This is an optimization exercise on Yosys and OpenROAD, whose aim is small area and a short achievable clock period, not a production implementation.
The RTL of this run was laid out without a check of its function.
No activity file was given, so power comes from the tool's default toggle rates.

File: config.mk
export PLATFORM = sky130hd
export DESIGN_NAME = fpga_trading_core
export DESIGN_NICKNAME = fpga_trading_core
export VERILOG_FILES = /design/flow/design.v
export SDC_FILE = /design/flow/constraint.sdc
export NUM_CORES = 4
export LEC_CHECK = 0
export CAP_MARGIN = 20
export CORE_MARGIN = 2
export CORE_UTILIZATION = 40
export SLEW_MARGIN = 20
File: constraint.sdc
create_clock -name core_clock -period 320.0 [get_ports {clk}]
set_input_delay 64.0000 -clock core_clock [delete_from_list [all_inputs] [get_ports {clk}]]
set_output_delay 64.0000 -clock core_clock [all_outputs]
set_load 0.01 [all_outputs]
File: run.sh
#!/bin/bash
# synth_recipe.tcl (not shown) runs the flow's synth.tcl, then flattens the netlist and writes it again
# the make line also repeats each setting of config.mk as NAME=value (left out here)
make -C /OpenROAD-flow-scripts/flow DESIGN_CONFIG=/design/flow/config.mk WORK_HOME=/design/flow/orfs CLKGATE_MAP_FILE= SYNTH_SCRIPT=/design/flow/synth_recipe.tcl finish
File: design.v
module order_book_poc (
    input wire clk,          
    input wire rst_n,        
    input wire        valid_in,      
    input wire [31:0] price_in,      
    input wire [31:0] size_in,       
    input wire        side_in,       
    output reg [31:0] best_bid_price,  
    output reg [31:0] best_bid_size,   
    output reg [31:0] best_ask_price,  
    output reg [31:0] best_ask_size    
);
    reg [31:0] internal_best_bid_price;
    reg [31:0] internal_best_bid_size;
    reg [31:0] internal_best_ask_price;
    reg [31:0] internal_best_ask_size;
    always @* begin
        best_bid_price = internal_best_bid_price;
        best_bid_size  = internal_best_bid_size;
        best_ask_price = internal_best_ask_price;
        best_ask_size  = internal_best_ask_size;
    end
    always @(posedge clk or negedge rst_n) begin
        if (!rst_n) begin
            internal_best_bid_price <= 32'd0;
            internal_best_bid_size  <= 32'd0;
            internal_best_ask_price <= 32'hFFFFFFFF;
            internal_best_ask_size  <= 32'd0;
        end else begin
            if (valid_in) begin
                if (side_in == 0) begin  
                    if (price_in > internal_best_bid_price) begin
                        internal_best_bid_price <= price_in;
                        internal_best_bid_size  <= size_in;
                    end
                end else begin  
                    if (price_in < internal_best_ask_price) begin
                        internal_best_ask_price <= price_in;
                        internal_best_ask_size  <= size_in;
                    end
                end
            end
        end
    end
endmodule
module hw_feature_engine (
    input wire clk,
    input wire rst_n,
    input wire        event_valid,
    input wire [31:0] event_price,
    input wire [31:0] event_size,
    input wire [1:0]  event_type,  
    output reg [15:0] book_imbalance_fixed,
    output reg [7:0]  trade_intensity
);
    reg [63:0] total_bid_volume;
    reg [63:0] total_ask_volume;
    reg [7:0]  trade_count_window;
    localparam COUNT_DECAY_RATE = 8'd1;  
    localparam CYCLES_PER_DECAY = 1000;  
    reg [15:0] decay_timer;
    always @(posedge clk or negedge rst_n) begin
        if (!rst_n) begin
            trade_count_window <= 8'd0;
            decay_timer <= 0;
        end else begin
            if (event_valid && event_type == 2'b10) begin
                if (trade_count_window < 8'hFF) begin
                    trade_count_window <= trade_count_window + 1;
                end
            end
            if (decay_timer == CYCLES_PER_DECAY - 1) begin
                if (trade_count_window > COUNT_DECAY_RATE) begin
                    trade_count_window <= trade_count_window - COUNT_DECAY_RATE;
                end else begin
                    trade_count_window <= 8'd0;
                end
                decay_timer <= 0;
            end else begin
                decay_timer <= decay_timer + 1;
            end
        end
    end
    always @(posedge clk or negedge rst_n) begin
        if (!rst_n) begin
            total_bid_volume <= 64'd0;
            total_ask_volume <= 64'd0;
            book_imbalance_fixed <= 16'd0;
        end else begin
            if (event_valid) begin
                case (event_type)
                    2'b00: total_bid_volume <= total_bid_volume + event_size;  
                    2'b01: total_ask_volume <= total_ask_volume + event_size;  
                endcase
            end
            if ((total_bid_volume + total_ask_volume) > 0) begin
                book_imbalance_fixed <= (total_bid_volume * 1024) / (total_bid_volume + total_ask_volume);
            end else begin
                book_imbalance_fixed <= 16'd0;
            end
        end
    end
    always @* begin
        trade_intensity = trade_count_window;
    end
endmodule
module fpga_inference_engine (
    input wire clk,
    input wire rst_n,
    input wire [15:0] book_imbalance_fixed,
    input wire [7:0]  trade_intensity,
    output reg prediction
);
    localparam [15:0] IMBALANCE_THRESHOLD = 16'd614;
    localparam [7:0]  INTENSITY_THRESHOLD = 8'd25;
    always @* begin
        prediction = 1'b0;
        if (book_imbalance_fixed > IMBALANCE_THRESHOLD) begin
            if (trade_intensity > INTENSITY_THRESHOLD) begin
                prediction = 1'b1;
            end else begin
                prediction = 1'b0;
            end
        end else begin
            prediction = 1'b0;
        end
    end
endmodule
module fpga_trading_core (
    input wire clk,
    input wire rst_n,
    input wire        market_data_valid,
    input wire [31:0] market_data_price,
    input wire [31:0] market_data_size,
    input wire [1:0]  market_data_type,  
    output reg send_order,
    output wire [31:0] best_bid_price,
    output wire [31:0] best_bid_size,
    output wire [31:0] best_ask_price,
    output wire [31:0] best_ask_size,
    output wire [15:0] book_imbalance_fixed,
    output wire [7:0]  trade_intensity,
    output wire        ai_prediction
);
    localparam SPREAD_THRESHOLD = 32'd5;
    order_book_poc order_book (
        .clk(clk),
        .rst_n(rst_n),
        .valid_in(market_data_valid && (market_data_type == 2'b00 || market_data_type == 2'b01)),
        .price_in(market_data_price),
        .size_in(market_data_size),
        .side_in(market_data_type[0]),  
        .best_bid_price(best_bid_price),
        .best_bid_size(best_bid_size),
        .best_ask_price(best_ask_price),
        .best_ask_size(best_ask_size)
    );
    hw_feature_engine feature_engine (
        .clk(clk),
        .rst_n(rst_n),
        .event_valid(market_data_valid),
        .event_price(market_data_price),
        .event_size(market_data_size),
        .event_type(market_data_type),
        .book_imbalance_fixed(book_imbalance_fixed),
        .trade_intensity(trade_intensity)
    );
    fpga_inference_engine inference_engine (
        .clk(clk),
        .rst_n(rst_n),
        .book_imbalance_fixed(book_imbalance_fixed),
        .trade_intensity(trade_intensity),
        .prediction(ai_prediction)
    );
    always @(posedge clk or negedge rst_n) begin
        if (!rst_n) begin
            send_order <= 1'b0;
        end else begin
            send_order <= 1'b0;
            if ((best_ask_price - best_bid_price) > SPREAD_THRESHOLD) begin
                if (ai_prediction == 1'b1) begin
                    send_order <= 1'b1;
                end
            end
        end
    end
endmodule
==> run notes <==
-- logic make-up after synthesis --
group           Yosys count  share of synthesized area
compound gates         6685                     0.3111
flops                   297                    0.05394
xor+xnor               1686                     0.1067
simple gates           7534                     0.2519
mux                     348                    0.02744
buf+inv                1481                    0.04095
fa+ha+maj              2300                     0.2080
-- cells in the final DEF, fill, tap and decap left out, types with 94 or more instances in the layout --
cell type,instances
mux2_2,254
o31ai_1,141
or3_1,190
nand4_1,298
inv_1,773
o21a_1,528
nand2b_1,277
a21oi_1,1893
or2_2,119
o21ai_0,1267
nand2_1,2319
a211oi_1,166
and2_1,127
a21o_1,899
xor2_1,631
dfrtp_1,265
nor2_1,2249
buf_4,479
nor3_1,537
nor4_1,130
nor2b_1,344
clkdlybuf4s50_1,221
a31oi_1,319
nand3_1,484
xnor2_1,1026
mux2i_1,94
ha_1,2294
and3_1,152
o21bai_1,245
o211ai_1,133
-- layer usage --
layer | share of wire | global-route usage | vias up
met5 | 0.00077 | 0.0002706 | -
met1 | 0.41 | 0.5662 | 78288
li1 | - | - | 74762
met3 | 0.14 | 0.1295 | 2015
met4 | 0.065 | 0.2226 | 56
met2 | 0.38 | 0.5636 | 10815
-- cell usage after synthesis, types with 90 or more instances --
library cell	number	area share
and3_1	153	0.0069
clkbuf_1	503	0.014
mux2i_1	94	0.0068
nand2b_1	277	0.013
nand3_1	490	0.018
xnor2_1	1041	0.066
dfrtp_1	265	0.048
nand2_1	2330	0.063
o211ai_1	133	0.0072
o21a_1	532	0.029
nor2_1	2258	0.061
a31oi_1	324	0.015
or3_1	191	0.0086
nor4_1	138	0.0062
a21o_1	901	0.049
nor2b_1	344	0.016
ha_1	2295	0.21
o21bai_1	246	0.013
o21ai_0	1275	0.046
inv_1	778	0.021
mux2_2	254	0.021
and2_1	130	0.0059
o31ai_1	147	0.0080
nand4_1	298	0.013
a211oi_1	169	0.0092
or2_2	120	0.0054
nor3_1	558	0.020
xor2_1	644	0.041
a21boi_0	90	0.0049
a21oi_1	1897	0.069
buf_1	128	0.0035
-- sequential cells by signal, summed over array words and instances (netlist names) --
register                             count
order_book.internal_best_bid_price      32
feature_engine.decay_timer              16
feature_engine.trade_count_window        8
order_book.internal_best_ask_price      32
feature_engine.book_imbalance_fixed     16
send_order                               1
feature_engine.total_bid_volume         64
order_book.internal_best_ask_size       32
order_book.internal_best_bid_size       32
feature_engine.total_ask_volume         64
-- through the flow --
stage | setup WS, ps | util | instance area [µm²] | std cells | total power (W)
final | 55900 | 0.4348 | 150200 | 25034 | 0.003215
after global routing | 42850 | 0.4345 | 150100 | 24995 | 0.003410
after CTS | 65180 | 0.4344 | 150000 | 24991 | 0.003088
after detailed placement | 66220 | 0.4304 | 148700 | 24922 | 0.003016
after global placement | 66920 | 0.4298 | 148500 | 24913 | 0.003030
after floorplan | 96960 | - | 138500 | 20331 | 0.002098
-- area by class of cell --
type,count,share of cell area
Inverter,782,0.01961
Clock inverter,25,0.002325
Clock buffer,44,0.006757
Timing Repair Buffer,714,0.04011
Multi-Input combinational cell,18553,0.8426
Sequential cell,297,0.04976
Tap cell,4578,0.03814
Antenna cell,41,0.0006832
==> metrics.md <==
| Metric | Value |
|---|---|
| Run status | `complete, no violations` |
| Row count | `216` |
| Syn Inst Count | `20331` |
| Post-synthesis cell type count | `121` |
| Worst R2R End | `feature_engine.book_imbalance_fixed[0]` |
| Total negative setup slack | `0 ps` |
| FFs w/ async S/R, synth | `1.000` |
| Initial antenna violation count | `74` |
| H-tree levels | `2` |
| Crit path from | `feature_engine.total_bid_volume[0]` |
| Worst slew pin tran | `1302 ps` |
| Tightest Hold Check Type | `reg2reg` |
| Max-Cap Viols | `0` |
| Clk sinks | `297` |
| Crit path max-delay cell type | `o21ai_0` |
| WHS | `455.2 ps` |
| Post-synth EDFFs | `0` |
| Tmin final | `264100 ps` |
| Clock Path Buffers | `3` |
| Root buffer cell | `clkbuf_16` |
| Clock group share of total power | `0.016` |
| Int Power | `0.001188 W` |
| Setup Fix Bufs, Post-CTS | `0` |
| Psw | `0.002027 W` |
| Placeable core area | `345400 µm²` |
| CP Data Arrival Time | `264690 ps` |
| Setup CP Type | `reg2reg` |
| Element type at the critical path end | `flop` |
| Peak Freq | `3.786 MHz` |
| Syn Area/Cell | `6.813 µm²` |
| Share of cells above drive strength 1 | `0.06358` |
| I/O pin cnt | `223` |
| Iter 0 DRT Violations | `24332` |
| Chip height | `592.5 µm` |
| Hold_buf cts | `0` |
| Final HPWL DP | `622900 µm` |
| Peak VDD IR | `0.00001682 V` |
| CTS buffer count | `39` |
| Largest net degree at the start of global routing | `95` |
| Clk slew on worst S/H paths | `90 ps` |
| Hold_sp | `feature_engine.decay_timer[15]` |
| Sequential power | `0.0000603 W` |
| Ys flop type | `dfrtp_1` |
| Netlist Area Pre-Place | `138500 µm²` |
| Hold Path Cell Cnt | `1` |
| Die area | `351000 µm²` |
| Hold Path End | `feature_engine.decay_timer[15]` |
| Tcrit/Tclk final | `0.8253` |
| FF/Latch Area | `7472 µm²` |
| Via density | `6.628` |
| Max Slew Vio Count | `0` |
| GRT overflow | `0` |
| Reg2reg path depth | `936` |
| RSZ-0062 raised after global routing | `false` |
| R2r setup slk | `55900 ps` |
| Top Consumer | `combinational cells` |
| Seq/Total Area, Yosys | `0.05394` |
| Final setup violation count | `0` |
| Routed Antenna Nets | `0` |
| Worst Clk Skew | `87.50 ps` |
| Fin. Hold Viols | `0` |
| P_leak | `72.77 nW` |
| Switching share of power | `0.6305` |
| CP delay by family, top | `compound AO/OA/AOI/OAI gates` |
| Chip width | `592.5 µm` |
| Clock latency (worst-skew pair) | `720 ps` |
| Post-CTS sizing | `0` |
| DRC viols | `0` |
| Logic pwr share | `0.966` |
| GPL Wtd Cong | `1.136` |
| CP Launch Type | `flop` |
| Power Combinational | `0.00310 W` |
| End of the critical path | `feature_engine.book_imbalance_fixed[0]` |
| Headroom to the max-slew limit | `0.1226` |
| Starting Density | `0.4011` |
| Levels on crit path | `861` |
| Sequential share of power | `0.019` |
| CP bufs+invs | `62` |
| Drt pass-1 iters | `9` |
| Number of global-route vias before repair | `148731` |
| Vias | `165936` |
| WL/cell | `30.35 µm` |
| Critical path peak fanout | `70` |
| Fin nets | `22756` |
| Area Growth Syn to Fin | `8.405%` |
| Seq cells post-synth | `297` |
| Area of the multi-input gates | `126500 µm²` |
| Critical Path RT | `320600 ps` |
| Gr usage total | `0.4122` |
| RR Startpoint | `feature_engine.total_bid_volume[0]` |
| PD cells | `21.41 nW/µm²` |
| Synthesized Nets | `22700` |
| Post-Route WL | `759700 µm` |
| Cell mode on critical path | `o21ai_0` |
| Yosys warning total | `4` |
| PortBufs | `222` |
| Fillers | `36435` |
| Max stage delay on crit path | `1090 ps` |
| Power Clock | `0.0000500 W` |
| CTS tree | `built` |
| First-pass GRT wire length | `1066000 µm` |

==> re-timing with driven ports <==
Ports are ideal in the flow. The routed layout listed here was re-timed in OpenROAD. Step 1 (the two cells are an assumption about what drives the block):
set clk [get_ports {clk}]
set_driving_cell -lib_cell sky130_fd_sc_hd__clkbuf_16 $clk
set_driving_cell -lib_cell sky130_fd_sc_hd__buf_2 [delete_from_list [all_inputs] $clk]
Step 2 adds t to the input delays and takes it off the output delays; t is the mean of the earliest and latest rising clock arrival at the registers after step 1. Input paths then give back, and output paths get back, about the clock's delay inside the block. a / b / c = ideal / step 1 / step 2; a / b = the first two.
t, ns: 0.764
setup WS [ns]: 55.901 / 55.901 / 55.901
clock arrival spread, ns: 0.088 / 0.087
worst register clock-pin slew, ns: 0.10 / 0.10
After both steps setup and hold are still met in this run. The setup slack of this run moves by 0.000 ns with the drivers and by 0.000 ns with both steps.
